Background: an optimization exercise with open tools, aiming at small area and a short achievable clock period. Do not read the settings as production practice.
RTL that was checked went through simulation tests only; none was proved equivalent to the original.
For run 2, only the layout was checked, not whether the RTL still works.
Power is estimated from default activity; no workload was simulated.

**flow/config.mk**
```make
export PLATFORM = sky130hd
export DESIGN_NAME = balance_cntrl
export DESIGN_NICKNAME = balance_cntrl
export VERILOG_FILES = /design/flow/design.v
export SDC_FILE = /design/flow/constraint.sdc
export NUM_CORES = 4
export LEC_CHECK = 0
export ABC_AREA = 1
export CAP_MARGIN = 20
export CORE_MARGIN = 2
export CORE_UTILIZATION = 65
export SLEW_MARGIN = 20
```
**flow/flow/run.sh**
```bash
#!/bin/bash
# Layout flow: the standard synthesis, then an inverter clean-up around the
# full-adder cells (polarity.py) and a re-map of the remaining gates
# (remap.tcl, ABC area script), then the standard layout steps with plain
# buf_1 port buffers and a setup-repair target of MARGIN ns.
set -euo pipefail
MARGIN=8
R=orfs/results/sky130hd/balance_cntrl/base
bash standard.sh synth > 1_standard_synth.log 2>&1
cp $R/1_2_yosys.v std_1_2_yosys.v
python3 flow/polarity.py std_1_2_yosys.v pol.v > 2_polarity.log 2>&1
export REMAP_IN=pol.v REMAP_OUT=remap.v
export REMAP_LIB=$FLOW_HOME/platforms/sky130hd/lib/sky130_fd_sc_hd__tt_025C_1v80.lib
export REMAP_ABC_SCRIPT=$FLOW_HOME/scripts/abc_area.script
export REMAP_DONT_USE="$(sed -n '/DONT_USE_CELLS += /,/^$/p' $FLOW_HOME/platforms/sky130hd/config.mk | grep -o 'sky130_fd_sc_hd__[a-z0-9_]*' | tr '\n' ' ')"
yosys -c flow/remap.tcl > 3_remap.log 2>&1
cp remap.v $R/1_2_yosys.v
rm -f $R/1_synth.odb $R/1_synth.sdc
ARGS=("BUFFER_PORTS_ARGS=-buffer_cell sky130_fd_sc_hd__buf_1")
if [ "$MARGIN" != "none" ]; then
  ARGS+=("SETUP_SLACK_MARGIN=$MARGIN")
fi
bash standard.sh "${ARGS[@]}" finish > 4_standard_finish.log 2>&1
```
**flow/flow/polarity.py**
```python
#!/usr/bin/env python3
"""Inverter clean-up around full adders in a flat sky130 gate netlist.

A full adder is self-dual: FA(~a, ~b, ~c) = (~sum, ~cout).  Each fa cell may
therefore run in inverted polarity.  This pass picks a polarity per fa cell
that needs the fewest inverters, removes the design's free inverters and adds
back one inverter per net whose complement some pin still needs.
Usage: polarity.py in.v out.v"""
import re, sys, collections

src = open(sys.argv[1]).read()
INV = re.compile(r'sky130_fd_sc_hd__(inv|clkinv)_\d+$')
FA = re.compile(r'sky130_fd_sc_hd__fa_\d+$')
OUTP = {'X', 'Y', 'Q', 'Q_N', 'SUM', 'COUT', 'HI', 'LO'}

m = re.search(r'\bmodule\s+(\w+)\s*\((.*?)\);(.*)\bendmodule', src, re.S)
top, portlist, body = m.group(1), m.group(2), m.group(3)
stmts = [s.strip() for s in body.split(';')]
cells = []      # [typ, name, {pin: net}]
other = []      # non-cell statements, kept verbatim
cre = re.compile(r'^(sky130_fd_sc_hd__\w+)\s+(\S+)\s*\((.*)\)$', re.S)
for s in stmts:
    if not s:
        continue
    mm = cre.match(s)
    if mm:
        pins = {p: n.strip() for p, n in re.findall(r'\.(\w+)\(([^()]*)\)', mm.group(3))}
        cells.append([mm.group(1), mm.group(2), pins])
    else:
        other.append(s)

# nets used by non-cell statements (assigns, ports) stay fixed
fixed_nets = set()
for s in other:
    if s.startswith('assign'):
        for tok in re.findall(r'\\\S+|[A-Za-z_][\w$]*(?:\[\d+\])?', s[len('assign'):]):
            fixed_nets.add(tok)
ports = set()
for s in other:
    mm = re.match(r'^(input|output|inout)\s*(\[(\d+):(\d+)\])?\s*(.*)$', s, re.S)
    if mm:
        names = [x.strip() for x in mm.group(5).split(',')]
        for n in names:
            if mm.group(2):
                a, b = int(mm.group(3)), int(mm.group(4))
                for i in range(min(a, b), max(a, b) + 1):
                    ports.add('%s[%d]' % (n, i))
            ports.add(n)
fixed_nets |= ports

driver = {}
for c in cells:
    for p, n in c[2].items():
        if p in OUTP:
            driver[n] = c

def is_free_inv(c):
    return INV.match(c[0]) and c[2]['Y'] not in fixed_nets

def root(n):
    par = 0
    seen = 0
    while n in driver and is_free_inv(driver[n]) and seen < 100:
        n = driver[n][2]['A']
        par ^= 1
        seen += 1
    return n, par

fas = [c for c in cells if FA.match(c[0])]
fa_idx = {c[1]: i for i, c in enumerate(fas)}
out_of = {}    # net -> fa index (physical driver)
for i, c in enumerate(fas):
    out_of[c[2]['SUM']] = i
    out_of[c[2]['COUT']] = i

# consumers: (cell, pin, root, parity, fa_index or None)
cons = []
for c in cells:
    if is_free_inv(c):
        continue
    for p, n in c[2].items():
        if p in OUTP:
            continue
        r, k = root(n)
        cons.append((c, p, r, k, fa_idx.get(c[1]) if FA.match(c[0]) else None))

f = [0] * len(fas)
def need(ci):
    c, p, r, k, w = cons[ci]
    ph = f[out_of[r]] if r in out_of else 0
    return k ^ ph ^ (f[w] if w is not None else 0)

by_root = collections.defaultdict(list)
for i, cc in enumerate(cons):
    by_root[cc[2]].append(i)
touch = collections.defaultdict(set)
for i, cc in enumerate(cons):
    if cc[4] is not None:
        touch[cc[4]].add(cc[2])
for i, c in enumerate(fas):
    touch[i].add(c[2]['SUM'])
    touch[i].add(c[2]['COUT'])

def cost_root(r):
    return 1 if any(need(i) for i in by_root[r]) else 0

def total():
    return sum(cost_root(r) for r in by_root)

before = total()
improved = True
it = 0
while improved and it < 50:
    improved = False
    it += 1
    for i in range(len(fas)):
        rs = touch[i]
        c0 = sum(cost_root(r) for r in rs)
        f[i] ^= 1
        c1 = sum(cost_root(r) for r in rs)
        if c1 < c0:
            improved = True
        else:
            f[i] ^= 1
after = total()

# rebuild
new_cells = [c for c in cells if not is_free_inv(c)]
old_inv = len(cells) - len(new_cells)
inv_net = {}
extra = []
wires = []
k = 0
for i, cc in enumerate(cons):
    c, p, r, par, w = cc
    if need(i):
        if r not in inv_net:
            k += 1
            nn = 'polinv_%d' % k
            inv_net[r] = nn
            wires.append(nn)
            extra.append(['sky130_fd_sc_hd__inv_1', 'polinv_cell_%d' % k, {'A': r, 'Y': nn}])
        c[2][p] = inv_net[r]
    else:
        c[2][p] = r

def emit(c):
    pins = ',\n'.join('    .%s(%s)' % (p, n + (' ' if n.startswith('\\') else '')) for p, n in c[2].items())
    return '  %s %s (\n%s\n  );' % (c[0], c[1], pins)

out = ['module %s(%s);' % (top, portlist)]
for s in other:
    out.append('  ' + s + ' ;')
for w_ in wires:
    out.append('  wire %s;' % w_)
for c in new_cells + extra:
    out.append(emit(c))
out.append('endmodule')
head = src[:m.start()]
open(sys.argv[2], 'w').write(head + '\n'.join(out) + '\n')
sys.stderr.write('polarity: %d fa cells, %d flipped, inverters %d -> %d (cost %d -> %d)\n'
                 % (len(fas), sum(f), old_inv, len(extra), before, after))
```
**flow/constraint.sdc**
```tcl
create_clock -name core_clock -period 35.0 [get_ports {clk}]
set_input_delay 7.0000 -clock core_clock [delete_from_list [all_inputs] [get_ports {clk}]]
set_output_delay 7.0000 -clock core_clock [all_outputs]
set_load 0.01 [all_outputs]
```
**flow/design.v**
```verilog
module PID(
input clk, rst_n,
input pwr_up,
input logic [17:0] integrator_in,
output logic signed [17:0] integrator,
output logic [7:0] ss_tmr
);
logic [10:0] pre;
logic [10:0] pre_inc;
logic [7:0] ss_inc;
logic [11:0] pc;
logic [8:0] sc;
always_comb begin
  pc[0] = 1'b1;
  for (int k = 0; k < 11; k++) begin
    pre_inc[k] = pre[k] ^ pc[k];
    pc[k+1] = pc[k] & pre[k];
  end
  sc[0] = pc[11] & !(&ss_tmr);
  for (int k = 0; k < 8; k++) begin
    ss_inc[k] = ss_tmr[k] ^ sc[k];
    sc[k+1] = sc[k] & ss_tmr[k];
  end
end
always_ff @(posedge clk, negedge rst_n) begin
  if (!rst_n)
    integrator <= 18'h00000;
  else
    integrator <= integrator_in;
end
always_ff @(posedge clk, negedge rst_n) begin
  if (!rst_n) begin
    pre <= 11'h000;
    ss_tmr <= 8'h00;
  end else if (!pwr_up) begin
    pre <= 11'h000;
    ss_tmr <= 8'h00;
  end else begin
    pre <= pre_inc;
    ss_tmr <= ss_inc;
  end
end
endmodule
module SegwayMath(
input vld, pwr_up, rider_off,
input logic signed [15:0] ptch,
input logic signed [15:0] ptch_rt,
input logic [11:0] steer_pot,
input logic en_steer,
input logic signed [17:0] integrator,
input logic [7:0] ss_tmr,
output logic [17:0] integrator_in,
output logic signed [11:0] lft_spd,
output logic signed [11:0] rght_spd,
output logic too_fast
);
wire e_pos = !ptch[15] && |ptch[14:9];
wire e_neg = ptch[15] && !(&ptch[14:9]);
wire [9:0] e = e_pos ? 10'h1FF : e_neg ? 10'h200 : ptch[9:0];
wire [17:0] isum;
wire ov = (integrator[17] == e[9]) && (isum[17] != integrator[17]);
assign integrator_in = rider_off ? 18'h00000 : (vld && !ov) ? isum : integrator;
wire i_pos = !integrator[17] && |integrator[16:15];
wire i_neg = integrator[17] && !(&integrator[16:15]);
wire [14:0] I_term = i_pos ? 15'h3FFF : i_neg ? 15'h4000 : integrator[15:1];
wire [9:0] r = ptch_rt[15:6];
wire pot_hi = (&steer_pot[11:9]) && (|steer_pot[8:0]);
wire pot_lo = !(|steer_pot[11:9]);
wire [11:0] lim = pot_hi ? 12'hE00 : pot_lo ? 12'h200 : steer_pot;
wire [9:0] st3;
wire [9:0] st = en_steer ? st3 : 10'h000;
wire [15:0] PID_sum;
wire pos_sat = !PID_sum[15] && |PID_sum[14:11];
wire neg_sat = PID_sum[15] && !(&PID_sum[14:11]);
wire [11:0] X = pos_sat ? 12'h7FF : neg_sat ? 12'h800 : PID_sum[11:0];
wire [12:0] lt, rt;
wire [8:0] lap, lam, rap, ram;
wire l_hi, l_pos, l_sm, l_lo, l_fast, r_hi, r_pos, r_sm, r_lo, r_fast;
wire n1 = integrator[0] ^ e[0];
wire n2 = integrator[0] & e[0];
wire n3 = integrator[1] ^ e[1] ^ n2;
wire n4 = (integrator[1] & e[1]) | (integrator[1] & n2) | (e[1] & n2);
wire n5 = integrator[2] ^ e[2] ^ n4;
wire n6 = (integrator[2] & e[2]) | (integrator[2] & n4) | (e[2] & n4);
wire n7 = integrator[3] ^ e[3] ^ n6;
wire n8 = (integrator[3] & e[3]) | (integrator[3] & n6) | (e[3] & n6);
wire n9 = integrator[4] ^ e[4] ^ n8;
wire n10 = (integrator[4] & e[4]) | (integrator[4] & n8) | (e[4] & n8);
wire n11 = integrator[5] ^ e[5] ^ n10;
wire n12 = (integrator[5] & e[5]) | (integrator[5] & n10) | (e[5] & n10);
wire n13 = integrator[6] ^ e[6] ^ n12;
wire n14 = (integrator[6] & e[6]) | (integrator[6] & n12) | (e[6] & n12);
wire n15 = integrator[7] ^ e[7] ^ n14;
wire n16 = (integrator[7] & e[7]) | (integrator[7] & n14) | (e[7] & n14);
wire n17 = integrator[8] ^ e[8] ^ n16;
wire n18 = (integrator[8] & e[8]) | (integrator[8] & n16) | (e[8] & n16);
wire n19 = integrator[9] ^ e[9] ^ n18;
wire n20 = (integrator[9] & e[9]) | (integrator[9] & n18) | (e[9] & n18);
wire n21 = integrator[10] ^ e[9] ^ n20;
wire n22 = (integrator[10] & e[9]) | (integrator[10] & n20) | (e[9] & n20);
wire n23 = integrator[11] ^ e[9] ^ n22;
wire n24 = (integrator[11] & e[9]) | (integrator[11] & n22) | (e[9] & n22);
wire n25 = integrator[12] ^ e[9] ^ n24;
wire n26 = (integrator[12] & e[9]) | (integrator[12] & n24) | (e[9] & n24);
wire n27 = integrator[13] ^ e[9] ^ n26;
wire n28 = (integrator[13] & e[9]) | (integrator[13] & n26) | (e[9] & n26);
wire n29 = integrator[14] ^ e[9] ^ n28;
wire n30 = (integrator[14] & e[9]) | (integrator[14] & n28) | (e[9] & n28);
wire n31 = integrator[15] ^ e[9] ^ n30;
wire n32 = (integrator[15] & e[9]) | (integrator[15] & n30) | (e[9] & n30);
wire n33 = integrator[16] ^ e[9] ^ n32;
wire n34 = (integrator[16] & e[9]) | (integrator[16] & n32) | (e[9] & n32);
wire n35 = integrator[17] ^ e[9] ^ n34;
wire n36 = (integrator[17] & e[9]) | (integrator[17] & n34) | (e[9] & n34);
wire n37 = I_term[0] ^ e[0];
wire n38 = I_term[0] | e[0];
wire n39 = I_term[1] ^ e[1] ^ n38;
wire n40 = (I_term[1] & e[1]) | (I_term[1] & n38) | (e[1] & n38);
wire n41 = ~r[2];
wire n42 = I_term[2] ^ n41 ^ e[2];
wire n43 = (I_term[2] & n41) | (I_term[2] & e[2]) | (n41 & e[2]);
wire n44 = I_term[3] ^ e[3] ^ e[0];
wire n45 = (I_term[3] & e[3]) | (I_term[3] & e[0]) | (e[3] & e[0]);
wire n46 = ~r[3];
wire n47 = n46 ^ n43 ^ n44;
wire n48 = (n46 & n43) | (n46 & n44) | (n43 & n44);
wire n49 = I_term[4] ^ e[4] ^ e[1];
wire n50 = (I_term[4] & e[4]) | (I_term[4] & e[1]) | (e[4] & e[1]);
wire n51 = ~r[4];
wire n52 = n51 ^ n45 ^ n49;
wire n53 = (n51 & n45) | (n51 & n49) | (n45 & n49);
wire n54 = I_term[5] ^ e[5] ^ e[2];
wire n55 = (I_term[5] & e[5]) | (I_term[5] & e[2]) | (e[5] & e[2]);
wire n56 = ~r[5];
wire n57 = n56 ^ n50 ^ n54;
wire n58 = (n56 & n50) | (n56 & n54) | (n50 & n54);
wire n59 = I_term[6] ^ e[6] ^ e[3];
wire n60 = (I_term[6] & e[6]) | (I_term[6] & e[3]) | (e[6] & e[3]);
wire n61 = ~r[6];
wire n62 = n61 ^ n55 ^ n59;
wire n63 = (n61 & n55) | (n61 & n59) | (n55 & n59);
wire n64 = I_term[7] ^ e[7] ^ e[4];
wire n65 = (I_term[7] & e[7]) | (I_term[7] & e[4]) | (e[7] & e[4]);
wire n66 = ~r[7];
wire n67 = n66 ^ n60 ^ n64;
wire n68 = (n66 & n60) | (n66 & n64) | (n60 & n64);
wire n69 = I_term[8] ^ e[8] ^ e[5];
wire n70 = (I_term[8] & e[8]) | (I_term[8] & e[5]) | (e[8] & e[5]);
wire n71 = ~r[8];
wire n72 = n71 ^ n65 ^ n69;
wire n73 = (n71 & n65) | (n71 & n69) | (n65 & n69);
wire n74 = I_term[9] ^ r[9] ^ e[6];
wire n75 = (I_term[9] & r[9]) | (I_term[9] & e[6]) | (r[9] & e[6]);
wire n76 = ~e[9];
wire n77 = n76 ^ n70 ^ n74;
wire n78 = (n76 & n70) | (n76 & n74) | (n70 & n74);
wire n79 = I_term[10] ^ e[7];
wire n80 = I_term[10] | e[7];
wire n81 = ~n79;
wire n82 = n81 ^ n75 ^ n78;
wire n83 = (n81 & n75) | (n81 & n78) | (n75 & n78);
wire n84 = I_term[11] ^ e[8];
wire n85 = I_term[11] | e[8];
wire n86 = ~n84;
wire n87 = n80 ^ n86 ^ n83;
wire n88 = (n80 & n86) | (n80 & n83) | (n86 & n83);
wire n89 = ~e[9];
wire n90 = I_term[12] ^ n89 ^ n85;
wire n91 = (I_term[12] & n89) | (I_term[12] & n85) | (n89 & n85);
wire n92 = I_term[13] ^ n91;
wire n93 = I_term[13] | n91;
wire n94 = r[0] ^ n37;
wire n95 = ~r[0] & ~n37;
wire n96 = r[1] ^ n39;
wire n97 = ~r[1] & n39;
wire n98 = n40 ^ n42;
wire n99 = n40 & n42;
wire n100 = n48 ^ n52;
wire n101 = n48 & n52;
wire n102 = n53 ^ n57;
wire n103 = n53 & n57;
wire n104 = n58 ^ n62;
wire n105 = n58 & n62;
wire n106 = n63 ^ n67;
wire n107 = n63 & n67;
wire n108 = n68 ^ n72;
wire n109 = n68 & n72;
wire n110 = n73 ^ n77;
wire n111 = n73 & n77;
wire n112 = n88 ^ n90;
wire n113 = n88 & n90;
wire n114 = I_term[14] ^ n93;
wire n115 = ~I_term[14] & n93;
wire n116 = n98 & n97;
wire n117 = n99 | n116;
wire n118 = n98 & ~n96;
wire n119 = n100 & n47;
wire n120 = n104 & n103;
wire n121 = n105 | n120;
wire n122 = n104 & n102;
wire n123 = n108 & n107;
wire n124 = n109 | n123;
wire n125 = n108 & n106;
wire n126 = n82 & n111;
wire n127 = n82 & n110;
wire n128 = n112 & n87;
wire n129 = ~n114 & ~n92;
wire n130 = ~n96 & n95;
wire n131 = n97 | n130;
wire n132 = n118 & n95;
wire n133 = n117 | n132;
wire n134 = n102 & n101;
wire n135 = n103 | n134;
wire n136 = n102 & n119;
wire n137 = n122 & n101;
wire n138 = n121 | n137;
wire n139 = n122 & n119;
wire n140 = n110 & n124;
wire n141 = n111 | n140;
wire n142 = n110 & n125;
wire n143 = n127 & n124;
wire n144 = n126 | n143;
wire n145 = n127 & n125;
wire n146 = ~n92 & n113;
wire n147 = ~n92 & n128;
wire n148 = n129 & n113;
wire n149 = n115 | n148;
wire n150 = n129 & n128;
wire n151 = n47 & n133;
wire n152 = n119 & n133;
wire n153 = n101 | n152;
wire n154 = n136 & n133;
wire n155 = n135 | n154;
wire n156 = n139 & n133;
wire n157 = n138 | n156;
wire n158 = n87 & n144;
wire n159 = n87 & n145;
wire n160 = n128 & n144;
wire n161 = n113 | n160;
wire n162 = n128 & n145;
wire n163 = n147 & n144;
wire n164 = n146 | n163;
wire n165 = n147 & n145;
wire n166 = n150 & n144;
wire n167 = n149 | n166;
wire n168 = n150 & n145;
wire n169 = n106 & n157;
wire n170 = n107 | n169;
wire n171 = n125 & n157;
wire n172 = n124 | n171;
wire n173 = n142 & n157;
wire n174 = n141 | n173;
wire n175 = n145 & n157;
wire n176 = n144 | n175;
wire n177 = n159 & n157;
wire n178 = n158 | n177;
wire n179 = n162 & n157;
wire n180 = n161 | n179;
wire n181 = n165 & n157;
wire n182 = n164 | n181;
wire n183 = n168 & n157;
wire n184 = n167 | n183;
wire n185 = n96 ^ n95;
wire n186 = n98 ^ n131;
wire n187 = n47 ^ n133;
wire n188 = n100 ^ n151;
wire n189 = n102 ^ n153;
wire n190 = n104 ^ n155;
wire n191 = n106 ^ n157;
wire n192 = n108 ^ n170;
wire n193 = n110 ^ n172;
wire n194 = n82 ^ n174;
wire n195 = n87 ^ n176;
wire n196 = n112 ^ n178;
wire n197 = n92 ^ n180;
wire n198 = n114 ^ n182;
wire n199 = ~(ss_tmr[0] & X[0]);
wire n200 = ~(ss_tmr[0] & X[1]);
wire n201 = ~(ss_tmr[0] & X[2]);
wire n202 = ~(ss_tmr[0] & X[3]);
wire n203 = ~(ss_tmr[0] & X[4]);
wire n204 = ~(ss_tmr[0] & X[5]);
wire n205 = ~(ss_tmr[0] & X[6]);
wire n206 = ~(ss_tmr[0] & X[7]);
wire n207 = ~(ss_tmr[0] & X[8]);
wire n208 = ~(ss_tmr[0] & X[9]);
wire n209 = ~(ss_tmr[0] & X[10]);
wire n210 = ~(ss_tmr[0] & X[11]);
wire n211 = ~(ss_tmr[1] & X[0]);
wire n212 = ~(ss_tmr[1] & X[1]);
wire n213 = ~(ss_tmr[1] & X[2]);
wire n214 = ~(ss_tmr[1] & X[3]);
wire n215 = ~(ss_tmr[1] & X[4]);
wire n216 = ~(ss_tmr[1] & X[5]);
wire n217 = ~(ss_tmr[1] & X[6]);
wire n218 = ~(ss_tmr[1] & X[7]);
wire n219 = ~(ss_tmr[1] & X[8]);
wire n220 = ~(ss_tmr[1] & X[9]);
wire n221 = ~(ss_tmr[1] & X[10]);
wire n222 = ~(ss_tmr[1] & X[11]);
wire n223 = ~(ss_tmr[2] & X[0]);
wire n224 = ~(ss_tmr[2] & X[1]);
wire n225 = ~(ss_tmr[2] & X[2]);
wire n226 = ~(ss_tmr[2] & X[3]);
wire n227 = ~(ss_tmr[2] & X[4]);
wire n228 = ~(ss_tmr[2] & X[5]);
wire n229 = ~(ss_tmr[2] & X[6]);
wire n230 = ~(ss_tmr[2] & X[7]);
wire n231 = ~(ss_tmr[2] & X[8]);
wire n232 = ~(ss_tmr[2] & X[9]);
wire n233 = ~(ss_tmr[2] & X[10]);
wire n234 = ~(ss_tmr[2] & X[11]);
wire n235 = ~(ss_tmr[3] & X[0]);
wire n236 = ~(ss_tmr[3] & X[1]);
wire n237 = ~(ss_tmr[3] & X[2]);
wire n238 = ~(ss_tmr[3] & X[3]);
wire n239 = ~(ss_tmr[3] & X[4]);
wire n240 = ~(ss_tmr[3] & X[5]);
wire n241 = ~(ss_tmr[3] & X[6]);
wire n242 = ~(ss_tmr[3] & X[7]);
wire n243 = ~(ss_tmr[3] & X[8]);
wire n244 = ~(ss_tmr[3] & X[9]);
wire n245 = ~(ss_tmr[3] & X[10]);
wire n246 = ~(ss_tmr[3] & X[11]);
wire n247 = ~(ss_tmr[4] & X[0]);
wire n248 = ~(ss_tmr[4] & X[1]);
wire n249 = ~(ss_tmr[4] & X[2]);
wire n250 = ~(ss_tmr[4] & X[3]);
wire n251 = ~(ss_tmr[4] & X[4]);
wire n252 = ~(ss_tmr[4] & X[5]);
wire n253 = ~(ss_tmr[4] & X[6]);
wire n254 = ~(ss_tmr[4] & X[7]);
wire n255 = ~(ss_tmr[4] & X[8]);
wire n256 = ~(ss_tmr[4] & X[9]);
wire n257 = ~(ss_tmr[4] & X[10]);
wire n258 = ~(ss_tmr[4] & X[11]);
wire n259 = ~(ss_tmr[5] & X[0]);
wire n260 = ~(ss_tmr[5] & X[1]);
wire n261 = ~(ss_tmr[5] & X[2]);
wire n262 = ~(ss_tmr[5] & X[3]);
wire n263 = ~(ss_tmr[5] & X[4]);
wire n264 = ~(ss_tmr[5] & X[5]);
wire n265 = ~(ss_tmr[5] & X[6]);
wire n266 = ~(ss_tmr[5] & X[7]);
wire n267 = ~(ss_tmr[5] & X[8]);
wire n268 = ~(ss_tmr[5] & X[9]);
wire n269 = ~(ss_tmr[5] & X[10]);
wire n270 = ~(ss_tmr[5] & X[11]);
wire n271 = ~(ss_tmr[6] & X[0]);
wire n272 = ~(ss_tmr[6] & X[1]);
wire n273 = ~(ss_tmr[6] & X[2]);
wire n274 = ~(ss_tmr[6] & X[3]);
wire n275 = ~(ss_tmr[6] & X[4]);
wire n276 = ~(ss_tmr[6] & X[5]);
wire n277 = ~(ss_tmr[6] & X[6]);
wire n278 = ~(ss_tmr[6] & X[7]);
wire n279 = ~(ss_tmr[6] & X[8]);
wire n280 = ~(ss_tmr[6] & X[9]);
wire n281 = ~(ss_tmr[6] & X[10]);
wire n282 = ~(ss_tmr[6] & X[11]);
wire n283 = ~(ss_tmr[7] & X[0]);
wire n284 = ~(ss_tmr[7] & X[1]);
wire n285 = ~(ss_tmr[7] & X[2]);
wire n286 = ~(ss_tmr[7] & X[3]);
wire n287 = ~(ss_tmr[7] & X[4]);
wire n288 = ~(ss_tmr[7] & X[5]);
wire n289 = ~(ss_tmr[7] & X[6]);
wire n290 = ~(ss_tmr[7] & X[7]);
wire n291 = ~(ss_tmr[7] & X[8]);
wire n292 = ~(ss_tmr[7] & X[9]);
wire n293 = ~(ss_tmr[7] & X[10]);
wire n294 = ~(ss_tmr[7] & X[11]);
wire n295 = n201 ^ n212 ^ n223;
wire n296 = (n201 & n212) | (n201 & n223) | (n212 & n223);
wire n297 = n202 ^ n213 ^ n224;
wire n298 = (n202 & n213) | (n202 & n224) | (n213 & n224);
wire n299 = n235 ^ n296 ^ n297;
wire n300 = (n235 & n296) | (n235 & n297) | (n296 & n297);
wire n301 = n203 ^ n214 ^ n225;
wire n302 = (n203 & n214) | (n203 & n225) | (n214 & n225);
wire n303 = n236 ^ n247 ^ n298;
wire n304 = (n236 & n247) | (n236 & n298) | (n247 & n298);
wire n305 = n301 ^ n300 ^ n303;
wire n306 = (n301 & n300) | (n301 & n303) | (n300 & n303);
wire n307 = n204 ^ n215 ^ n226;
wire n308 = (n204 & n215) | (n204 & n226) | (n215 & n226);
wire n309 = n237 ^ n248 ^ n259;
wire n310 = (n237 & n248) | (n237 & n259) | (n248 & n259);
wire n311 = n302 ^ n307 ^ n309;
wire n312 = (n302 & n307) | (n302 & n309) | (n307 & n309);
wire n313 = n304 ^ n311 ^ n306;
wire n314 = (n304 & n311) | (n304 & n306) | (n311 & n306);
wire n315 = n205 ^ n216 ^ n227;
wire n316 = (n205 & n216) | (n205 & n227) | (n216 & n227);
wire n317 = n238 ^ n249 ^ n260;
wire n318 = (n238 & n249) | (n238 & n260) | (n249 & n260);
wire n319 = n271 ^ n308 ^ n310;
wire n320 = (n271 & n308) | (n271 & n310) | (n308 & n310);
wire n321 = n315 ^ n317 ^ n312;
wire n322 = (n315 & n317) | (n315 & n312) | (n317 & n312);
wire n323 = n319 ^ n321 ^ n314;
wire n324 = (n319 & n321) | (n319 & n314) | (n321 & n314);
wire n325 = n206 ^ n217 ^ n228;
wire n326 = (n206 & n217) | (n206 & n228) | (n217 & n228);
wire n327 = n239 ^ n250 ^ n261;
wire n328 = (n239 & n250) | (n239 & n261) | (n250 & n261);
wire n329 = n272 ^ n283 ^ n316;
wire n330 = (n272 & n283) | (n272 & n316) | (n283 & n316);
wire n331 = n318 ^ n325 ^ n327;
wire n332 = (n318 & n325) | (n318 & n327) | (n325 & n327);
wire n333 = n320 ^ n329 ^ n331;
wire n334 = (n320 & n329) | (n320 & n331) | (n329 & n331);
wire n335 = n322 ^ n333 ^ n324;
wire n336 = (n322 & n333) | (n322 & n324) | (n333 & n324);
wire n337 = n200 ^ n211;
wire n338 = ~n200 & ~n211;
wire n339 = ~n295 & n338;
wire n340 = ~n295 & n337;
wire n341 = ~n305 & ~n299;
wire n342 = ~n323 & ~n313;
wire n343 = n342 & n341;
wire n344 = n343 & n339;
wire n345 = ~n335 & n344;
wire n346 = n207 ^ n218 ^ n229;
wire n347 = (n207 & n218) | (n207 & n229) | (n218 & n229);
wire n348 = n240 ^ n251 ^ n262;
wire n349 = (n240 & n251) | (n240 & n262) | (n251 & n262);
wire n350 = n273 ^ n284 ^ n326;
wire n351 = (n273 & n284) | (n273 & n326) | (n284 & n326);
wire n352 = n328 ^ n346 ^ n348;
wire n353 = (n328 & n346) | (n328 & n348) | (n346 & n348);
wire n354 = n330 ^ n332 ^ n350;
wire n355 = (n330 & n332) | (n330 & n350) | (n332 & n350);
wire n356 = n352 ^ n334 ^ n354;
wire n357 = (n352 & n334) | (n352 & n354) | (n334 & n354);
wire n358 = n208 ^ n219 ^ n230;
wire n359 = (n208 & n219) | (n208 & n230) | (n219 & n230);
wire n360 = n241 ^ n252 ^ n263;
wire n361 = (n241 & n252) | (n241 & n263) | (n252 & n263);
wire n362 = n274 ^ n285 ^ n347;
wire n363 = (n274 & n285) | (n274 & n347) | (n285 & n347);
wire n364 = n349 ^ n358 ^ n360;
wire n365 = (n349 & n358) | (n349 & n360) | (n358 & n360);
wire n366 = n351 ^ n353 ^ n362;
wire n367 = (n351 & n353) | (n351 & n362) | (n353 & n362);
wire n368 = n364 ^ n355 ^ n366;
wire n369 = (n364 & n355) | (n364 & n366) | (n355 & n366);
wire n370 = n209 ^ n220 ^ n231;
wire n371 = (n209 & n220) | (n209 & n231) | (n220 & n231);
wire n372 = n242 ^ n253 ^ n264;
wire n373 = (n242 & n253) | (n242 & n264) | (n253 & n264);
wire n374 = n275 ^ n286 ^ n359;
wire n375 = (n275 & n286) | (n275 & n359) | (n286 & n359);
wire n376 = n361 ^ n370 ^ n372;
wire n377 = (n361 & n370) | (n361 & n372) | (n370 & n372);
wire n378 = n363 ^ n365 ^ n374;
wire n379 = (n363 & n365) | (n363 & n374) | (n365 & n374);
wire n380 = n376 ^ n367 ^ n378;
wire n381 = (n376 & n367) | (n376 & n378) | (n367 & n378);
wire n382 = n210 ^ n221;
wire n383 = n210 | ~n221;
wire n384 = n232 ^ n243 ^ n254;
wire n385 = (n232 & n243) | (n232 & n254) | (n243 & n254);
wire n386 = n265 ^ n276 ^ n287;
wire n387 = (n265 & n276) | (n265 & n287) | (n276 & n287);
wire n388 = ~n382;
wire n389 = n388 ^ n371 ^ n373;
wire n390 = (n388 & n371) | (n388 & n373) | (n371 & n373);
wire n391 = n384 ^ n386 ^ n375;
wire n392 = (n384 & n386) | (n384 & n375) | (n386 & n375);
wire n393 = n377 ^ n389 ^ n379;
wire n394 = (n377 & n389) | (n377 & n379) | (n389 & n379);
wire n395 = n391 ^ n381 ^ n393;
wire n396 = (n391 & n381) | (n391 & n393) | (n381 & n393);
wire n397 = ~n222;
wire n398 = n397 ^ n233 ^ n244;
wire n399 = (n397 & n233) | (n397 & n244) | (n233 & n244);
wire n400 = n255 ^ n266 ^ n277;
wire n401 = (n255 & n266) | (n255 & n277) | (n266 & n277);
wire n402 = n288 ^ n385 ^ n387;
wire n403 = (n288 & n385) | (n288 & n387) | (n385 & n387);
wire n404 = ~n383;
wire n405 = n404 ^ n400 ^ n398;
wire n406 = (n404 & n400) | (n404 & n398) | (n400 & n398);
wire n407 = n390 ^ n402 ^ n405;
wire n408 = (n390 & n402) | (n390 & n405) | (n402 & n405);
wire n409 = n392 ^ n407 ^ n394;
wire n410 = (n392 & n407) | (n392 & n394) | (n407 & n394);
wire n411 = ~n234;
wire n412 = n411 ^ n245 ^ n256;
wire n413 = (n411 & n245) | (n411 & n256) | (n245 & n256);
wire n414 = n267 ^ n278 ^ n289;
wire n415 = (n267 & n278) | (n267 & n289) | (n278 & n289);
wire n416 = n401 ^ n414 ^ n399;
wire n417 = (n401 & n414) | (n401 & n399) | (n414 & n399);
wire n418 = n412 ^ n403 ^ n406;
wire n419 = (n412 & n403) | (n412 & n406) | (n403 & n406);
wire n420 = n416 ^ n408 ^ n418;
wire n421 = (n416 & n408) | (n416 & n418) | (n408 & n418);
wire n422 = ~n246;
wire n423 = n422 ^ n257 ^ n268;
wire n424 = (n422 & n257) | (n422 & n268) | (n257 & n268);
wire n425 = n279 ^ n290 ^ n415;
wire n426 = (n279 & n290) | (n279 & n415) | (n290 & n415);
wire n427 = n413 ^ n423 ^ n425;
wire n428 = (n413 & n423) | (n413 & n425) | (n423 & n425);
wire n429 = n417 ^ n427 ^ n419;
wire n430 = (n417 & n427) | (n417 & n419) | (n427 & n419);
wire n431 = ~n258;
wire n432 = n431 ^ n269 ^ n280;
wire n433 = (n431 & n269) | (n431 & n280) | (n269 & n280);
wire n434 = n291 ^ n424 ^ n432;
wire n435 = (n291 & n424) | (n291 & n432) | (n424 & n432);
wire n436 = n426 ^ n434 ^ n428;
wire n437 = (n426 & n434) | (n426 & n428) | (n434 & n428);
wire n438 = ~n270;
wire n439 = n438 ^ n281 ^ n292;
wire n440 = (n438 & n281) | (n438 & n292) | (n281 & n292);
wire n441 = n433 ^ n439 ^ n435;
wire n442 = (n433 & n439) | (n433 & n435) | (n439 & n435);
wire n443 = ~n282;
wire n444 = n443 ^ n293 ^ n440;
wire n445 = (n443 & n293) | (n443 & n440) | (n293 & n440);
wire n446 = lim[1] & lim[0];
wire n447 = lim[2] & n446;
wire n448 = lim[3] & n447;
wire n449 = lim[4] & n448;
wire n450 = lim[5] & n449;
wire n451 = lim[6] & n450;
wire n452 = lim[7] & n451;
wire n453 = lim[8] & n452;
wire n454 = lim[9] & n453;
wire n455 = lim[10] & n454;
wire n456 = lim[11] & n455;
wire n457 = lim[1] ^ lim[0];
wire n458 = lim[2] ^ n446;
wire n459 = lim[3] ^ n447;
wire n460 = lim[4] ^ n448;
wire n461 = lim[5] ^ n449;
wire n462 = lim[6] ^ n450;
wire n463 = lim[7] ^ n451;
wire n464 = lim[8] ^ n452;
wire n465 = lim[9] ^ n453;
wire n466 = lim[10] ^ n454;
wire n467 = lim[11] ^ n455;
wire n468 = n459 ^ n460;
wire n469 = n459 & n460;
wire n470 = n460 ^ n461;
wire n471 = n460 & n461;
wire n472 = n461 ^ n462;
wire n473 = n461 & n462;
wire n474 = n462 ^ n463;
wire n475 = n462 & n463;
wire n476 = n463 ^ n464;
wire n477 = n463 & n464;
wire n478 = n464 ^ n465;
wire n479 = n464 & n465;
wire n480 = n465 ^ n466;
wire n481 = n465 & n466;
wire n482 = n466 ^ n467;
wire n483 = n466 & ~n467;
wire n484 = n467 ^ n467;
wire n485 = ~n467 & ~n467;
wire n486 = n467 ^ n467;
wire n487 = ~n467 & ~n467;
wire n488 = n470 & n469;
wire n489 = n471 | n488;
wire n490 = n472 & n489;
wire n491 = n473 | n490;
wire n492 = n474 & n491;
wire n493 = n475 | n492;
wire n494 = n476 & n493;
wire n495 = n477 | n494;
wire n496 = n478 & n495;
wire n497 = n479 | n496;
wire n498 = n480 & n497;
wire n499 = n481 | n498;
wire n500 = ~n482 & n499;
wire n501 = n483 | n500;
wire n502 = n484 & n501;
wire n503 = n485 | n502;
wire n504 = n486 & n503;
wire n505 = n487 | n504;
wire n506 = n470 ^ n469;
wire n507 = n472 ^ n489;
wire n508 = n474 ^ n491;
wire n509 = n476 ^ n493;
wire n510 = n478 ^ n495;
wire n511 = n480 ^ n497;
wire n512 = n482 ^ n499;
wire n513 = n484 ^ n501;
wire n514 = n486 ^ n503;
wire n515 = ~st[0];
wire n516 = n515 ^ n356 ^ n336;
wire n517 = (n515 & n356) | (n515 & n336) | (n356 & n336);
wire n518 = ~st[1];
wire n519 = n518 ^ n357 ^ n368;
wire n520 = (n518 & n357) | (n518 & n368) | (n357 & n368);
wire n521 = ~st[2];
wire n522 = n521 ^ n369 ^ n380;
wire n523 = (n521 & n369) | (n521 & n380) | (n369 & n380);
wire n524 = ~st[3];
wire n525 = n524 ^ n395 ^ n523;
wire n526 = (n524 & n395) | (n524 & n523) | (n395 & n523);
wire n527 = ~st[4];
wire n528 = n527 ^ n396 ^ n409;
wire n529 = (n527 & n396) | (n527 & n409) | (n396 & n409);
wire n530 = ~st[5];
wire n531 = n530 ^ n420 ^ n410;
wire n532 = (n530 & n420) | (n530 & n410) | (n420 & n410);
wire n533 = ~st[6];
wire n534 = n533 ^ n421 ^ n429;
wire n535 = (n533 & n421) | (n533 & n429) | (n421 & n429);
wire n536 = ~st[7];
wire n537 = n536 ^ n436 ^ n430;
wire n538 = (n536 & n436) | (n536 & n430) | (n436 & n430);
wire n539 = ~st[8];
wire n540 = n539 ^ n441 ^ n437;
wire n541 = (n539 & n441) | (n539 & n437) | (n441 & n437);
wire n542 = st[9] ^ n444;
wire n543 = ~st[9] | ~n444;
wire n544 = n542 ^ n442 ^ n541;
wire n545 = (n542 & n442) | (n542 & n541) | (n442 & n541);
wire n546 = n294 ^ n543;
wire n547 = n294 | n543;
wire n548 = n445 ^ n546 ^ n545;
wire n549 = (n445 & n546) | (n445 & n545) | (n546 & n545);
wire n550 = n345 ^ n516;
wire n551 = n345 & ~n516;
wire n552 = n517 ^ n519;
wire n553 = ~n517 & ~n519;
wire n554 = n520 ^ n522;
wire n555 = ~n520 & ~n522;
wire n556 = n526 ^ n528;
wire n557 = ~n526 & ~n528;
wire n558 = n529 ^ n531;
wire n559 = ~n529 & ~n531;
wire n560 = n532 ^ n534;
wire n561 = ~n532 & ~n534;
wire n562 = n535 ^ n537;
wire n563 = ~n535 & ~n537;
wire n564 = n538 ^ n540;
wire n565 = ~n538 & ~n540;
wire n566 = n547 ^ n549;
wire n567 = n547 & ~n549;
wire n568 = n552 & n551;
wire n569 = n553 | n568;
wire n570 = n554 & n569;
wire n571 = n555 | n570;
wire n572 = ~n525 & n571;
wire n573 = n556 & n572;
wire n574 = n557 | n573;
wire n575 = n558 & n574;
wire n576 = n559 | n575;
wire n577 = n560 & n576;
wire n578 = n561 | n577;
wire n579 = n562 & n578;
wire n580 = n563 | n579;
wire n581 = n564 & n580;
wire n582 = n565 | n581;
wire n583 = ~n544 & n582;
wire n584 = ~n548 & n583;
wire n585 = ~n566 & n584;
wire n586 = n567 | n585;
wire n587 = n552 ^ n551;
wire n588 = n554 ^ n569;
wire n589 = n525 ^ n571;
wire n590 = n556 ^ n572;
wire n591 = n558 ^ n574;
wire n592 = n560 ^ n576;
wire n593 = n562 ^ n578;
wire n594 = n564 ^ n580;
wire n595 = n544 ^ n582;
wire n596 = n548 ^ n583;
wire n597 = n566 ^ n584;
wire n598 = lt[4] & lt[3];
wire n599 = ~lt[5] & n598;
wire n600 = lt[5] | n599;
wire n601 = lt[6] & n600;
wire n602 = ~lt[7] & n601;
wire n603 = lt[7] | n602;
wire n604 = lt[8] & n603;
wire n605 = lt[9] & n604;
wire n606 = lt[10] & n605;
wire n607 = lt[11] & n606;
wire n608 = lt[4] ^ lt[3];
wire n609 = lt[5] ^ n598;
wire n610 = lt[6] ^ n600;
wire n611 = lt[7] ^ n601;
wire n612 = lt[8] ^ n603;
wire n613 = lt[9] ^ n604;
wire n614 = lt[10] ^ n605;
wire n615 = lt[11] ^ n606;
wire n616 = ~lt[4] & lt[3];
wire n617 = lt[4] | n616;
wire n618 = lt[5] & n617;
wire n619 = ~lt[6] & n618;
wire n620 = lt[6] | n619;
wire n621 = lt[7] & n620;
wire n622 = ~lt[8] & n621;
wire n623 = lt[8] | n622;
wire n624 = ~lt[9] & n623;
wire n625 = lt[9] | n624;
wire n626 = ~lt[10] & n625;
wire n627 = lt[10] | n626;
wire n628 = ~lt[11] & n627;
wire n629 = lt[11] | n628;
wire n630 = lt[4] ^ lt[3];
wire n631 = lt[5] ^ n617;
wire n632 = lt[6] ^ n618;
wire n633 = lt[7] ^ n620;
wire n634 = lt[8] ^ n621;
wire n635 = lt[9] ^ n623;
wire n636 = lt[10] ^ n625;
wire n637 = lt[11] ^ n627;
wire n638 = (lt[9] & (lt[8] & (lt[7] | (lt[6] & (lt[5] | (lt[4] & lt[3]))))));
wire n639 = (lt[6] | (lt[5] & (lt[4] | (lt[3] & (lt[2] | (lt[1] & lt[0]))))));
wire n640 = (lt[7] & (lt[6] & (lt[5] | (lt[4] & (lt[3] | (lt[2] & lt[1]))))));
wire n641 = (lt[9] | (lt[8] | (lt[7] & (lt[6] | (lt[5] & (lt[4] | lt[3]))))));
wire n642 = (lt[6] & (lt[5] | (lt[4] & (lt[3] & (lt[2] | (lt[1] | lt[0]))))));
wire n643 = st[0] ^ n356;
wire n644 = ~st[0] | ~n356;
wire n645 = ~n345;
wire n646 = n643 ^ n336 ^ n645;
wire n647 = (n643 & n336) | (n643 & n645) | (n336 & n645);
wire n648 = st[1] ^ n357 ^ n368;
wire n649 = (st[1] & n357) | (st[1] & n368) | (n357 & n368);
wire n650 = ~n644;
wire n651 = n650 ^ n648 ^ n647;
wire n652 = (n650 & n648) | (n650 & n647) | (n648 & n647);
wire n653 = st[2] ^ n369 ^ n380;
wire n654 = (st[2] & n369) | (st[2] & n380) | (n369 & n380);
wire n655 = n649 ^ n653 ^ n652;
wire n656 = (n649 & n653) | (n649 & n652) | (n653 & n652);
wire n657 = st[3] ^ n395 ^ n654;
wire n658 = (st[3] & n395) | (st[3] & n654) | (n395 & n654);
wire n659 = st[4] ^ n396 ^ n409;
wire n660 = (st[4] & n396) | (st[4] & n409) | (n396 & n409);
wire n661 = st[5] ^ n420 ^ n410;
wire n662 = (st[5] & n420) | (st[5] & n410) | (n420 & n410);
wire n663 = st[6] ^ n421 ^ n429;
wire n664 = (st[6] & n421) | (st[6] & n429) | (n421 & n429);
wire n665 = st[7] ^ n436 ^ n430;
wire n666 = (st[7] & n436) | (st[7] & n430) | (n436 & n430);
wire n667 = st[8] ^ n441 ^ n437;
wire n668 = (st[8] & n441) | (st[8] & n437) | (n441 & n437);
wire n669 = st[9] ^ n444;
wire n670 = st[9] | ~n444;
wire n671 = ~n669;
wire n672 = n671 ^ n442 ^ n668;
wire n673 = (n671 & n442) | (n671 & n668) | (n442 & n668);
wire n674 = n294 ^ n670;
wire n675 = n294 | n670;
wire n676 = n445 ^ n674 ^ n673;
wire n677 = (n445 & n674) | (n445 & n673) | (n674 & n673);
wire n678 = n656 ^ n657;
wire n679 = ~n656 & ~n657;
wire n680 = n658 ^ n659;
wire n681 = ~n658 & ~n659;
wire n682 = n660 ^ n661;
wire n683 = ~n660 & ~n661;
wire n684 = n662 ^ n663;
wire n685 = ~n662 & ~n663;
wire n686 = n664 ^ n665;
wire n687 = ~n664 & ~n665;
wire n688 = n666 ^ n667;
wire n689 = ~n666 & ~n667;
wire n690 = n675 ^ n677;
wire n691 = n675 & ~n677;
wire n692 = n680 & n679;
wire n693 = n681 | n692;
wire n694 = n682 & n693;
wire n695 = n683 | n694;
wire n696 = n684 & n695;
wire n697 = n685 | n696;
wire n698 = n686 & n697;
wire n699 = n687 | n698;
wire n700 = n688 & n699;
wire n701 = n689 | n700;
wire n702 = ~n672 & n701;
wire n703 = ~n676 & n702;
wire n704 = ~n690 & n703;
wire n705 = n691 | n704;
wire n706 = n680 ^ n679;
wire n707 = n682 ^ n693;
wire n708 = n684 ^ n695;
wire n709 = n686 ^ n697;
wire n710 = n688 ^ n699;
wire n711 = n672 ^ n701;
wire n712 = n676 ^ n702;
wire n713 = n690 ^ n703;
wire n714 = rt[4] & rt[3];
wire n715 = ~rt[5] & n714;
wire n716 = rt[5] | n715;
wire n717 = rt[6] & n716;
wire n718 = ~rt[7] & n717;
wire n719 = rt[7] | n718;
wire n720 = rt[8] & n719;
wire n721 = rt[9] & n720;
wire n722 = rt[10] & n721;
wire n723 = rt[11] & n722;
wire n724 = rt[4] ^ rt[3];
wire n725 = rt[5] ^ n714;
wire n726 = rt[6] ^ n716;
wire n727 = rt[7] ^ n717;
wire n728 = rt[8] ^ n719;
wire n729 = rt[9] ^ n720;
wire n730 = rt[10] ^ n721;
wire n731 = rt[11] ^ n722;
wire n732 = ~rt[4] & rt[3];
wire n733 = rt[4] | n732;
wire n734 = rt[5] & n733;
wire n735 = ~rt[6] & n734;
wire n736 = rt[6] | n735;
wire n737 = rt[7] & n736;
wire n738 = ~rt[8] & n737;
wire n739 = rt[8] | n738;
wire n740 = ~rt[9] & n739;
wire n741 = rt[9] | n740;
wire n742 = ~rt[10] & n741;
wire n743 = rt[10] | n742;
wire n744 = ~rt[11] & n743;
wire n745 = rt[11] | n744;
wire n746 = rt[4] ^ rt[3];
wire n747 = rt[5] ^ n733;
wire n748 = rt[6] ^ n734;
wire n749 = rt[7] ^ n736;
wire n750 = rt[8] ^ n737;
wire n751 = rt[9] ^ n739;
wire n752 = rt[10] ^ n741;
wire n753 = rt[11] ^ n743;
wire n754 = (rt[9] & (rt[8] & (rt[7] | (rt[6] & (rt[5] | (rt[4] & rt[3]))))));
wire n755 = (rt[6] | (rt[5] & (rt[4] | (rt[3] & (rt[2] | (rt[1] & rt[0]))))));
wire n756 = (rt[7] & (rt[6] & (rt[5] | (rt[4] & (rt[3] | (rt[2] & rt[1]))))));
wire n757 = (rt[9] | (rt[8] | (rt[7] & (rt[6] | (rt[5] & (rt[4] | rt[3]))))));
wire n758 = (rt[6] & (rt[5] | (rt[4] & (rt[3] & (rt[2] | (rt[1] | rt[0]))))));
assign isum[0] = n1;
assign isum[1] = n3;
assign isum[2] = n5;
assign isum[3] = n7;
assign isum[4] = n9;
assign isum[5] = n11;
assign isum[6] = n13;
assign isum[7] = n15;
assign isum[8] = n17;
assign isum[9] = n19;
assign isum[10] = n21;
assign isum[11] = n23;
assign isum[12] = n25;
assign isum[13] = n27;
assign isum[14] = n29;
assign isum[15] = n31;
assign isum[16] = n33;
assign isum[17] = n35;
assign PID_sum[0] = n94;
assign PID_sum[1] = ~n185;
assign PID_sum[2] = n186;
assign PID_sum[3] = n187;
assign PID_sum[4] = n188;
assign PID_sum[5] = n189;
assign PID_sum[6] = n190;
assign PID_sum[7] = n191;
assign PID_sum[8] = n192;
assign PID_sum[9] = n193;
assign PID_sum[10] = n194;
assign PID_sum[11] = n195;
assign PID_sum[12] = n196;
assign PID_sum[13] = ~n197;
assign PID_sum[14] = ~n198;
assign PID_sum[15] = ~n184;
assign st3[0] = n468;
assign st3[1] = n506;
assign st3[2] = n507;
assign st3[3] = n508;
assign st3[4] = n509;
assign st3[5] = n510;
assign st3[6] = n511;
assign st3[7] = ~n512;
assign st3[8] = n513;
assign st3[9] = n514;
assign lt[0] = ~n550;
assign lt[1] = n587;
assign lt[2] = n588;
assign lt[3] = ~n589;
assign lt[4] = n590;
assign lt[5] = n591;
assign lt[6] = n592;
assign lt[7] = n593;
assign lt[8] = n594;
assign lt[9] = ~n595;
assign lt[10] = ~n596;
assign lt[11] = ~n597;
assign lt[12] = ~n586;
assign lap[0] = ~lt[3];
assign lam[0] = ~lt[3];
assign lap[1] = n608;
assign lam[1] = ~n630;
assign lap[2] = ~n609;
assign lam[2] = n631;
assign lap[3] = n610;
assign lam[3] = ~n632;
assign lap[4] = ~n611;
assign lam[4] = n633;
assign lap[5] = n612;
assign lam[5] = ~n634;
assign lap[6] = n613;
assign lam[6] = ~n635;
assign lap[7] = n614;
assign lam[7] = ~n636;
assign lap[8] = n615;
assign lam[8] = ~n637;
assign l_hi = (lt[11] | (lt[10] & n638));
assign l_pos = (lt[11] | (lt[10] | (lt[9] | (lt[8] | (lt[7] | n639)))));
assign l_sm = (lt[11] & (lt[10] & (lt[9] & (lt[8] & n640))));
assign l_lo = (lt[11] & (lt[10] | n641));
assign l_fast = (lt[11] | (lt[10] & (lt[9] | (lt[8] & (lt[7] | n642)))));
assign rt[0] = ~n646;
assign rt[1] = ~n651;
assign rt[2] = ~n655;
assign rt[3] = n678;
assign rt[4] = n706;
assign rt[5] = n707;
assign rt[6] = n708;
assign rt[7] = n709;
assign rt[8] = n710;
assign rt[9] = ~n711;
assign rt[10] = ~n712;
assign rt[11] = ~n713;
assign rt[12] = ~n705;
assign rap[0] = ~rt[3];
assign ram[0] = ~rt[3];
assign rap[1] = n724;
assign ram[1] = ~n746;
assign rap[2] = ~n725;
assign ram[2] = n747;
assign rap[3] = n726;
assign ram[3] = ~n748;
assign rap[4] = ~n727;
assign ram[4] = n749;
assign rap[5] = n728;
assign ram[5] = ~n750;
assign rap[6] = n729;
assign ram[6] = ~n751;
assign rap[7] = n730;
assign ram[7] = ~n752;
assign rap[8] = n731;
assign ram[8] = ~n753;
assign r_hi = (rt[11] | (rt[10] & n754));
assign r_pos = (rt[11] | (rt[10] | (rt[9] | (rt[8] | (rt[7] | n755)))));
assign r_sm = (rt[11] & (rt[10] & (rt[9] & (rt[8] & n756))));
assign r_lo = (rt[11] & (rt[10] | n757));
assign r_fast = (rt[11] | (rt[10] & (rt[9] | (rt[8] & (rt[7] | n758)))));
wire [11:0] l_y = !lt[12] ? (l_hi ? 12'h7FF : l_pos ? {lap, lt[2:0]} : {lt[9:0], 2'b00})
                          : (l_sm ? {lt[9:0], 2'b00} : l_lo ? {lam, lt[2:0]} : 12'h800);
wire [11:0] r_y = !rt[12] ? (r_hi ? 12'h7FF : r_pos ? {rap, rt[2:0]} : {rt[9:0], 2'b00})
                          : (r_sm ? {rt[9:0], 2'b00} : r_lo ? {ram, rt[2:0]} : 12'h800);
assign lft_spd = pwr_up ? l_y : 12'h000;
assign rght_spd = pwr_up ? r_y : 12'h000;
assign too_fast = pwr_up && ((!lt[12] && l_fast) || (!rt[12] && r_fast));
endmodule
module balance_cntrl
# (parameter fast_sim=1)
(
input clk, rst_n,
input vld, pwr_up, rider_off,
input logic signed [15:0] ptch,
input logic signed [15:0] ptch_rt,
input logic [11:0] steer_pot,
input logic en_steer,
output logic signed [11:0] lft_spd,
output logic signed [11:0] rght_spd,
output logic too_fast
);
logic signed [17:0] integrator;
logic [17:0] integrator_in;
logic [7:0] ss_tmr;
PID PID_balance (.clk(clk), .rst_n(rst_n), .pwr_up(pwr_up), .integrator_in(integrator_in),
                 .integrator(integrator), .ss_tmr(ss_tmr));
SegwayMath SegwayMath_balance (.vld(vld), .pwr_up(pwr_up), .rider_off(rider_off), .ptch(ptch),
                 .ptch_rt(ptch_rt), .steer_pot(steer_pot), .en_steer(en_steer),
                 .integrator(integrator), .ss_tmr(ss_tmr), .integrator_in(integrator_in),
                 .lft_spd(lft_spd), .rght_spd(rght_spd), .too_fast(too_fast));
endmodule
```
**flow/standard.sh**
```bash
#!/bin/bash
# synth_recipe.tcl (not shown) runs the flow's synth.tcl, then flattens the netlist and writes it again
# the make line also repeats each setting of config.mk as NAME=value (left out here)
make -C /OpenROAD-flow-scripts/flow DESIGN_CONFIG=/design/flow/config.mk WORK_HOME=/design/flow/orfs CLKGATE_MAP_FILE= SYNTH_SCRIPT=/design/flow/synth_recipe.tcl "${@:-finish}"
```
**flow/flow/remap.tcl**
```tcl
# Re-map the random logic around the kept adder cells and flip-flops.
# env: REMAP_IN, REMAP_OUT, REMAP_LIB, REMAP_ABC_SCRIPT, REMAP_DONT_USE
yosys -import
set L $::env(REMAP_LIB)
read_liberty -ignore_miss_func -ignore_buses $L
read_verilog -defer $::env(REMAP_IN)
hierarchy -top balance_cntrl
foreach c {fa_1 fa_2 fa_4 dfrtp_1 dfrtp_2 dfrtp_4 dfxtp_1 conb_1} {
  catch { blackbox sky130_fd_sc_hd__$c }
}
flatten
opt_clean -purge
techmap
opt -fast
set dont_use {}
foreach c $::env(REMAP_DONT_USE) { lappend dont_use -dont_use $c }
abc -script $::env(REMAP_ABC_SCRIPT) -liberty $L {*}$dont_use
opt_clean -purge

stat -liberty $L
write_verilog -noattr -noexpr -nohex -nodec -selected $::env(REMAP_OUT)
```
==> results.cfg, run 1 <==
[routing]
vias_per_cell = 5.58
vias = 6963
drc = 0
topRoutingLayerUsed = met4
wl_mm = 18.1
wl_met1_mm = 7.97
drt_first_iter_violations = 669
drt_first_pass_iters = 8
wl_per_cell_microns = 14.5
route.met3.wl_mm = 1.53
met2_length_mm = 8.43
detail-route-antenna-nets = 0

[timing]
setup_viol = 0
rsz0062_at_grt = false
tightest_slew_ns = 0.950
skew_ns = 0.00394
tns_ns = 0
clock.fmax_mhz = 38.1
hold_viol = 0
finalCriticalPeriod_ns = 26.27
slew_violations = 0
layout_setup_ws_ns = 8.73
whs_ns = 0.465
finalCritPeriodShare = 0.750
timing.slew.headroom = 0.360

[worst_setup_path]
cp_max_fo = 12
endpoint_kind = output pin
crit_path_top_delay_cell = fa_1
crit-reg2reg-launch = PID_balance.integrator[0]$_DFFE_PN0P_
crit_type = primary input to output pin
r2r_cells = 28
r2r_setup_slack_ns = 27.27
cp.depth = 59
path_delay_family = adder cells
critical_path_required_ns = 28.00
crit_arrival_ns = 19.27
slowest_delay_ns = 0.59
cp-startpoint = ptch[11]
cp-start-kind = primary input
crit_path_frequent_cell = fa_1
r2r-end = PID_balance.integrator[5]$_DFFE_PN0P_
path_buf_inv = 9

[global_route]
overflow = 0
grt_usage = 0.302
antenna_found_initial = 0
grt_max_degree = 38
grt_first_pass_wirelength_mm = 31.3
grt_pass1_vias = 6825

[final_layout]
syn2layout_area_growth_pct = 9.66
nets = 1298
num-fill-cells = 935
drive_above_1_share = 0.0932
final_common_cell = nand2_1
final_area_sq_mm = 0.00851
n_antenna_cell = 0
layout_common_cells = nand2_1, inv_1, fa_1, nor2_1, buf_1

[status]
status = finished clean

[placed_design]
place_ws_ns = 7.03
portBuffers = 68
place.gp.congestion = 0.969
dpl_cell_area_sq_mm = 0.00816
hpwl_mm = 14.8

[worst_hold_path]
min_to = PID_balance.pre[0]$_DFF_PN0_
hold_path_class = register to register
whs_path_depth = 1
min_from = PID_balance.pre[0]$_DFF_PN0_

[synth]
synth_area_sq_mm = 0.00776
syn_inst = 1025
syn_nets = 1219
synth_area_per_cell_sq_um = 7.57
yosysWarnings = 1

[power]
ir_worst_vdd_v = 0.0000491
leakage_nw = 3.59
power.density_mw_per_mm2 = 66.1

[clock_tree]
cts.sinks = 37
cts_tree = built
cts_root_buf = clkbuf_16
cts_max_path_buffers = 2
hold_buffers = 0
cts_made_buffers = 5
clkSlewWorstSetupHoldPaths_ns = 0.05
clk_latency_ns = 0.28
htreeDepth = 2

[run]
max_cap_violations = 0

[floorplan]
die_w_microns = 113
floorplan.initialDensity = 0.674
rows = 39
coreArea_sq_mm = 0.0115
die-area_sq_mm = 0.0128
io_pins = 75
fp.dieH_microns = 113
-- through the flow --
stage                util  instances  power [mW]
global route        0.739       1248       0.618
detailed placement  0.708       1230       0.473
finish              0.739       1248       0.562
global placement    0.708       1230       0.468
floorplan               -       1025       0.388
CTS                 0.728       1241       0.534
-- per-layer routing --
metal  track usage  vias up
met4        0.0447        0
met5             0        -
met1         0.439     3285
met2         0.496      310
met3        0.0487       18
li1              -     3350
-- timing repair --
item / in CTS / in global routing
pin swaps: 0 / 5
gates resized for setup: 6 / 24
cloned: 0 / 0
buffers inserted: 3 / 7
endpoints found under the setup margin: 21 / 23
-- final cells by class --
type / instances / area, sq um / share of cell area
sequential: 37 / 926 / 0.109
tap: 143 / 179 / 0.0210
timing repair buffer: 79 / 344 / 0.0404
inverter: 199 / 756 / 0.0888
clock inverter: 2 / 37.5 / 0.00441
multi-input combinational: 782 / 6130 / 0.720
clock buffer: 6 / 139 / 0.0163
-- power breakdown --
| part | internal (mW) | switching [mW] | leakage (nW) | total, mW |
|---|---|---|---|---|
| combinational | 0.156 | 0.301 | 3.01 | 0.457 |
| sequential | 0.0481 | 0.00375 | 0.502 | 0.0519 |
| clock | 0.0355 | 0.0178 | 0.0831 | 0.0534 |
-- worst max path at each step --
stage / endpoint / slack [ns]
after floorplan: rght_spd[2] / 9.14
after global placement: rght_spd[5] / 7.29
after detailed placement: rght_spd[5] / 7.03
after CTS: rght_spd[2] / 8.00
after global routing: rght_spd[2] / 7.98
final: rght_spd[6] / 8.73
-- sequential cells by signal (all words and copies together) (netlist names) --
signal and count:
PID_balance.ss_tmr 8, PID_balance.pre 11, PID_balance.integrator 18
==> inputs of run 2 (changes only) <==
--- a/flow/design.v
+++ b/flow/design.v
@@ -8,13 +8,8 @@
 logic [10:0] pre;
-logic [10:0] pre_inc;
 logic [7:0] ss_inc;
-logic [11:0] pc;
 logic [8:0] sc;
+wire pre_fb = ~(pre[10] ^ pre[8]) ^ (&pre[9:0]);
+wire pre_wrap = pre[10] && !(|pre[9:0]);
 always_comb begin
-  pc[0] = 1'b1;
-  for (int k = 0; k < 11; k++) begin
-    pre_inc[k] = pre[k] ^ pc[k];
-    pc[k+1] = pc[k] & pre[k];
-  end
-  sc[0] = pc[11] & !(&ss_tmr);
+  sc[0] = pre_wrap & !(&ss_tmr);
   for (int k = 0; k < 8; k++) begin
@@ -38,3 +33,3 @@
   end else begin
-    pre <= pre_inc;
+    pre <= {pre[9:0], pre_fb};
     ss_tmr <= ss_inc;
--- a/flow/flow/run.sh
+++ b/flow/flow/run.sh
@@ -8,3 +8,3 @@
 R=orfs/results/sky130hd/balance_cntrl/base
-bash standard.sh synth > 1_standard_synth.log 2>&1
+bash standard.sh  synth > 1_standard_synth.log 2>&1
 cp $R/1_2_yosys.v std_1_2_yosys.v
@@ -18,3 +18,3 @@
 rm -f $R/1_synth.odb $R/1_synth.sdc
-ARGS=("BUFFER_PORTS_ARGS=-buffer_cell sky130_fd_sc_hd__buf_1")
+ARGS=( "BUFFER_PORTS_ARGS=-buffer_cell sky130_fd_sc_hd__buf_1")
 if [ "$MARGIN" != "none" ]; then
==> run 2 against run 1 <==
Effect of this change:
- still clean
- synthesized cell count increased by 1.3%
- worst setup slack improved by 0.057 ns
- power decreased by 7.7%
- sequential share of layout area about the same
- sequential power decreased by 3%
- cell count increased by 0.96%
- non-clock buffer count decreased by 1
- first-iteration DRC count decreased by 5.2%
- utilization decreased by 0.53 points
- flip-flop and latch count unchanged
- hold slack improved by 0.029 ns
- die area increased by 0.17%
- critical endpoint is now rght_spd[7]
- largest power group unchanged
==> results.cfg, run 2 <==
[status]
status = finished clean

[placed_design]
portBuffers = 68
place.gp.congestion = 0.972
hpwl_mm = 14.7
dpl_cell_area_sq_mm = 0.00817

[worst_setup_path]
cp-start-kind = primary input
crit_type = primary input to output pin
endpoint_kind = output pin
path_buf_inv = 8
crit_path_frequent_cell = fa_1
path_delay_family = adder cells
crit_path_top_delay_cell = fa_1
cp_max_fo = 11
critical_path_required_ns = 28.00
slowest_delay_ns = 0.53
crit_arrival_ns = 19.21

[floorplan]
fp.dieH_microns = 113
floorplan.initialDensity = 0.672
rows = 39
die_w_microns = 113
coreArea_sq_mm = 0.0116
die-area_sq_mm = 0.0129
io_pins = 75

[clock_tree]
cts_tree = built
htreeDepth = 2
cts_max_path_buffers = 2
cts_made_buffers = 5
cts.sinks = 37
clkSlewWorstSetupHoldPaths_ns = 0.06
hold_buffers = 0
clk_latency_ns = 0.28
cts_root_buf = clkbuf_16

[timing]
tns_ns = 0
skew_ns = 0.00823
setup_viol = 0
finalCritPeriodShare = 0.749
slew_violations = 0
timing.slew.headroom = 0.332
finalCriticalPeriod_ns = 26.21
hold_viol = 0
tightest_slew_ns = 1.00
clock.fmax_mhz = 38.2
rsz0062_at_grt = false

[synth]
syn_inst = 1038
yosysWarnings = 1
synth_area_per_cell_sq_um = 7.49
synth_area_sq_mm = 0.00778
syn_nets = 1232

[final_layout]
multiInputGateArea_sq_mm = 0.00605
final_common_cell = nand2_1
n_antenna_cell = 0
num-fill-cells = 985
reg.largest.list = PID_balance.integrator x18, PID_balance.pre x11, PID_balance.ss_tmr x8
top_register = PID_balance.integrator
largest_register_ffs = 18
drive_above_1_share = 0.0788
layout_common_cells = nand2_1, inv_1, fa_1, nor2_1, buf_1
syn2layout_area_growth_pct = 9.14
final_area_sq_mm = 0.00849
nets = 1310
final-seq-area_sq_um = 926

[worst_hold_path]
hold_path_class = register to register

[routing]
wl_mm = 17.9
drt_first_pass_iters = 5
drc = 0
detail-route-antenna-nets = 0
vias_per_cell = 5.54
vias = 6985
wl_per_cell_microns = 14.2
drt_first_iter_violations = 634

[global_route]
grt_first_pass_wirelength_mm = 31.3
overflow = 0
antenna_found_initial = 0
grt_pass1_vias = 6729
grt_usage = 0.301
grt_max_degree = 38

[power]
finalPower_mw = 0.519
power.density_mw_per_mm2 = 61.1
leakage_nw = 3.75
ir_worst_vdd_v = 0.0000632

[run]
max_cap_violations = 0
-- run 2: worst paths after layout --
path | from | to | slack [ns] | cells after the start
max | ptch[13] | rght_spd[7] | 8.79 | 59
min | PID_balance.pre[7]$_DFF_PN0_ | PID_balance.pre[8]$_DFF_PN0_ | 0.49 | 2
max reg2reg | PID_balance.integrator[0]$_DFFE_PN0P_ | PID_balance.integrator[15]$_DFFE_PN0P_ | 27.20 | 26
min reg2reg | PID_balance.pre[7]$_DFF_PN0_ | PID_balance.pre[8]$_DFF_PN0_ | 0.49 | 2
max in group asynchronous | rst_n | PID_balance.ss_tmr[2]$_DFF_PN0_ | 27.51 | 1
min in group asynchronous | rst_n | PID_balance.integrator[15]$_DFFE_PN0P_ | 6.88 | 1
-- run 2: routing by layer --
layer,routed length (microns),global-route usage
met4,172,0.0455
met2,8260,0.471
met1,8090,0.458
met5,0,0
met3,1430,0.0510
-- run 2: stage by stage --
step | util | setup slack, ns | hold WS [ns] | instances
6_report | 0.734 | 8.79 | 0.494 | 1260
5_1_grt | 0.734 | 8.06 | 0.509 | 1260
4_1_cts | 0.720 | 8.00 | 0.496 | 1252
3_5_place_dp | 0.706 | 7.76 | 0.477 | 1243
3_3_place_gp | 0.706 | 7.94 | 0.469 | 1243
2_1_floorplan | - | 9.35 | 0.433 | 1038
-- run 2: power by group --
part	total [mW]	leakage [nW]	switching, mW	internal (mW)
Clock	0.0459	0.0702	0.0194	0.0265
Combinational	0.423	3.18	0.284	0.139
Sequential	0.0504	0.501	0.00315	0.0473
Total	0.519	3.75	0.306	0.213
-- run 2: layout make-up --
type / instances / share of cell area
Clock buffer: 5 / 0.0147
Clock inverter: 3 / 0.00251
Inverter: 221 / 0.100
Multi-Input combinational cell: 773 / 0.713
Sequential cell: 37 / 0.109
Tap cell: 143 / 0.0211
Timing Repair Buffer: 78 / 0.0395
-- run 2: tightest hold or removal path: cells and delay by family (launching register included) --
family	cells	cell delay, ns
flops	1	0.36
simple gates	1	0.06
buf+inv	1	0.04
-- run 2: what timing repair did --
item	CTS	global route
endpoints found under the setup margin	18	23
gates resized for setup	1	28
setup buffers	1	8
pin swaps	0	3
gates cloned	0	0

port drivers added, routing unchanged:
No port has a modelled driver above. Below, the same layouts with a new extraction and two added sets of constraints. Step 1 sets driving cells, clkbuf_16 on the clock port and buf_2 on the other inputs (assumed; they add their load-dependent delay and slew). Step 2, shift: input delay + t, output delay - t, t = (earliest + latest rising clock arrival at the registers) / 2. This alone moves slack from input paths to output paths. Slacks: no drivers / after step 1 / after step 2; pairs: no drivers / after step 1.
run	t (ns)	setup slack, ns	worst slew at a driven data input, ns
run 1	0.320	8.733 / 8.712 / 8.712	0.03
run 2	0.314	8.789 / 8.767 / 8.767	0.03
After both steps setup and hold are still met in every run listed. For run 2, which loses most, drivers alone change the setup slack by -0.022 ns; drivers and shift together by -0.022 ns.
